This design comes from an exercise in tuning for small area and a short achievable clock period on the open sky130 flow, not from production work.
Only simulation tests tie the RTL to the original design; equivalence was not proved.

// LSTM
module LSTM(clk, Of, En, Ci, Cip, In, Ui, Uf, Uk, Uo, Wi, Wk, Wf, Wo, Vo, Bi, Bo, Bf, Bk, PrevH, Cout, Hout);
  input clk, En, Cip;
  input [7:0] In, Ci, Ui, Uf, Uk;
  input [7:0] Uo, Wi, Wk, Wf, Wo;
  input [7:0] Vo, Bi, Bo, Bf, Bk;
  input [7:0] PrevH;
  output [7:0] Cout, Hout;
  output Of;
  reg [8:0] u_r;    
  reg [7:0] ft_r;   
  reg [7:0] h_r;    
  wire w1 = ~Bi[0];
  wire w2 = ~Bi[1];
  wire w3 = ~Bi[2];
  wire w4 = ~Bi[3];
  wire w5 = ~Bi[4];
  wire w6 = ~Bi[5];
  wire w7 = ~Bi[6];
  wire w8 = ~Bi[7];
  wire w9 = ~Bk[0];
  wire w10 = ~Bk[1];
  wire w11 = ~Bk[2];
  wire w12 = ~Bk[3];
  wire w13 = ~Bk[4];
  wire w14 = ~Bk[5];
  wire w15 = ~Bk[6];
  wire w16 = ~Bk[7];
  wire w17 = ~Bo[0];
  wire w18 = ~Bo[1];
  wire w19 = ~Bo[2];
  wire w20 = ~Bo[3];
  wire w21 = ~Bo[4];
  wire w22 = ~Bo[5];
  wire w23 = ~Bo[6];
  wire w24 = ~Bo[7];
  wire pp25 = ~(In[0] & Wi[0]);
  wire pp26 = ~(In[0] & Wi[1]);
  wire pp27 = ~(In[0] & Wi[2]);
  ...
==> flow/config.mk <==
export PLATFORM = sky130hd
export DESIGN_NAME = LSTM
export DESIGN_NICKNAME = LSTM
export VERILOG_FILES = /design/flow/design.v
export SDC_FILE = /design/flow/constraint.sdc
export NUM_CORES = 4
export LEC_CHECK = 0
export CAP_MARGIN = 20
export CORE_MARGIN = 2
export CORE_UTILIZATION = 40
export CTS_BUF_LIST = sky130_fd_sc_hd__clkbuf_8
export SLEW_MARGIN = 20
export SYNTH_HIERARCHICAL = 1
==> flow/constraint.sdc <==
create_clock -name core_clock -period 45.0 [get_ports {clk}]
set_input_delay 9.0000 -clock core_clock [delete_from_list [all_inputs] [get_ports {clk}]]
set_output_delay 9.0000 -clock core_clock [all_outputs]
set_load 0.01 [all_outputs]
standard.sh (not shown) runs the stock make flow with config.mk's settings and CLKGATE_MAP_FILE= SYNTH_SCRIPT=/design/flow/synth_recipe.tcl, a recipe that flattens the netlist after the stock synthesis.
==> flow/flow/run.sh <==
#!/bin/bash
set -euo pipefail
export BUFFER_PORTS_ARGS="-buffer_cell sky130_fd_sc_hd__buf_1"
bash standard.sh > standard_flow.log 2>&1
The first run produced a clean layout.
Then changed:
==> flow/flow/run.sh (replaced) <==
#!/bin/bash
set -euo pipefail
export BUFFER_PORTS_ARGS="-buffer_cell sky130_fd_sc_hd__buf_2"
export SETUP_SLACK_MARGIN=20
bash standard.sh > standard_flow.log 2>&1
--- a/flow/config.mk
+++ b/flow/config.mk
@@ -10,3 +10,2 @@
 export CORE_UTILIZATION = 40
-export CTS_BUF_LIST = sky130_fd_sc_hd__clkbuf_8
 export SLEW_MARGIN = 20
Effect:
- The new run completed with no timing, DRC or antenna violations
- setup slack is better by 0.64 ns
- final area rises by 7.5%
- utilization rises by 3.2 points
- first-iteration DRC count falls by 11%
- register-to-register slack is worse by 0.07 ns
- area after synthesis is unchanged
- synthesized cell count stays the same
- global-route usage rises by 0.77 points
- routed wire length rises by 4.8%


Starting RTL as in the previous note.
==> flow/config.mk <==
export PLATFORM = sky130hd
export DESIGN_NAME = LSTM
export DESIGN_NICKNAME = LSTM
export VERILOG_FILES = /design/flow/design.v
export SDC_FILE = /design/flow/constraint.sdc
export NUM_CORES = 4
export LEC_CHECK = 0
export CAP_MARGIN = 20
export CORE_MARGIN = 2
export CORE_UTILIZATION = 40
export SLEW_MARGIN = 20
export SYNTH_HIERARCHICAL = 1
==> flow/constraint.sdc <==
create_clock -name core_clock -period 45.0 [get_ports {clk}]
set_input_delay 9.0000 -clock core_clock [delete_from_list [all_inputs] [get_ports {clk}]]
set_output_delay 9.0000 -clock core_clock [all_outputs]
set_load 0.01 [all_outputs]
==> flow/flow/run.sh <==
#!/bin/bash
set -euo pipefail
export BUFFER_PORTS_ARGS="-buffer_cell sky130_fd_sc_hd__buf_2"
bash standard.sh > standard_flow.log 2>&1
Edit:
==> flow/flow/run.sh (replaced) <==
#!/bin/bash
set -euo pipefail
export BUFFER_PORTS_ARGS="-buffer_cell sky130_fd_sc_hd__buf_1"
bash standard.sh > standard_flow.log 2>&1
Settings changed: CTS_BUF_LIST from default to sky130_fd_sc_hd__clkbuf_8, CTS_CLUSTER_DIAMETER from default to 200, CTS_CLUSTER_SIZE from default to 30.
After rerunning: Core utilization falls by 0.24 points; via count rises by 0.35%; die area is unchanged; wire length falls by 0.50%; cell count rises by about 0.9%; clock-buffer cell count is unchanged.

afterwards: timing with drivers on the ports:
Ports are ideal in the flow. The routed layouts listed here were re-timed in OpenROAD. Step 1, drivers: a clkbuf_16 drives clk and a buf_2 each remaining input, both assumed. Step 2 adds t to the input delays and takes it off the output delays; t is the mean of the earliest and latest rising clock arrival at the registers after step 1. Input paths then give back, and output paths get back, about the clock's delay inside the block. Three values: no drivers, after step 1, after step 2; two values: the first two.
run | shift t [ns] | setup WS [ns] | slew at the worst register clock pin (ns) | worst slew at a driven data input, ns
the first run of note 1 | 0.298 | 19.071 / 19.044 / 19.044 | 0.09 / 0.09 | 0.10
the second run of note 1 | 0.287 | 19.706 / 19.648 / 19.648 | 0.06 / 0.06 | 0.13
the first run of note 2 | 0.292 | 18.870 / 18.849 / 18.849 | 0.07 / 0.07 | 0.09
the second run of note 2 | 0.298 | 19.071 / 19.044 / 19.044 | 0.09 / 0.09 | 0.10
After both steps every run listed still meets setup and hold. The setup slack of the second run of note 1, which loses most, moves by -0.058 ns with the drivers and by -0.058 ns with both steps.
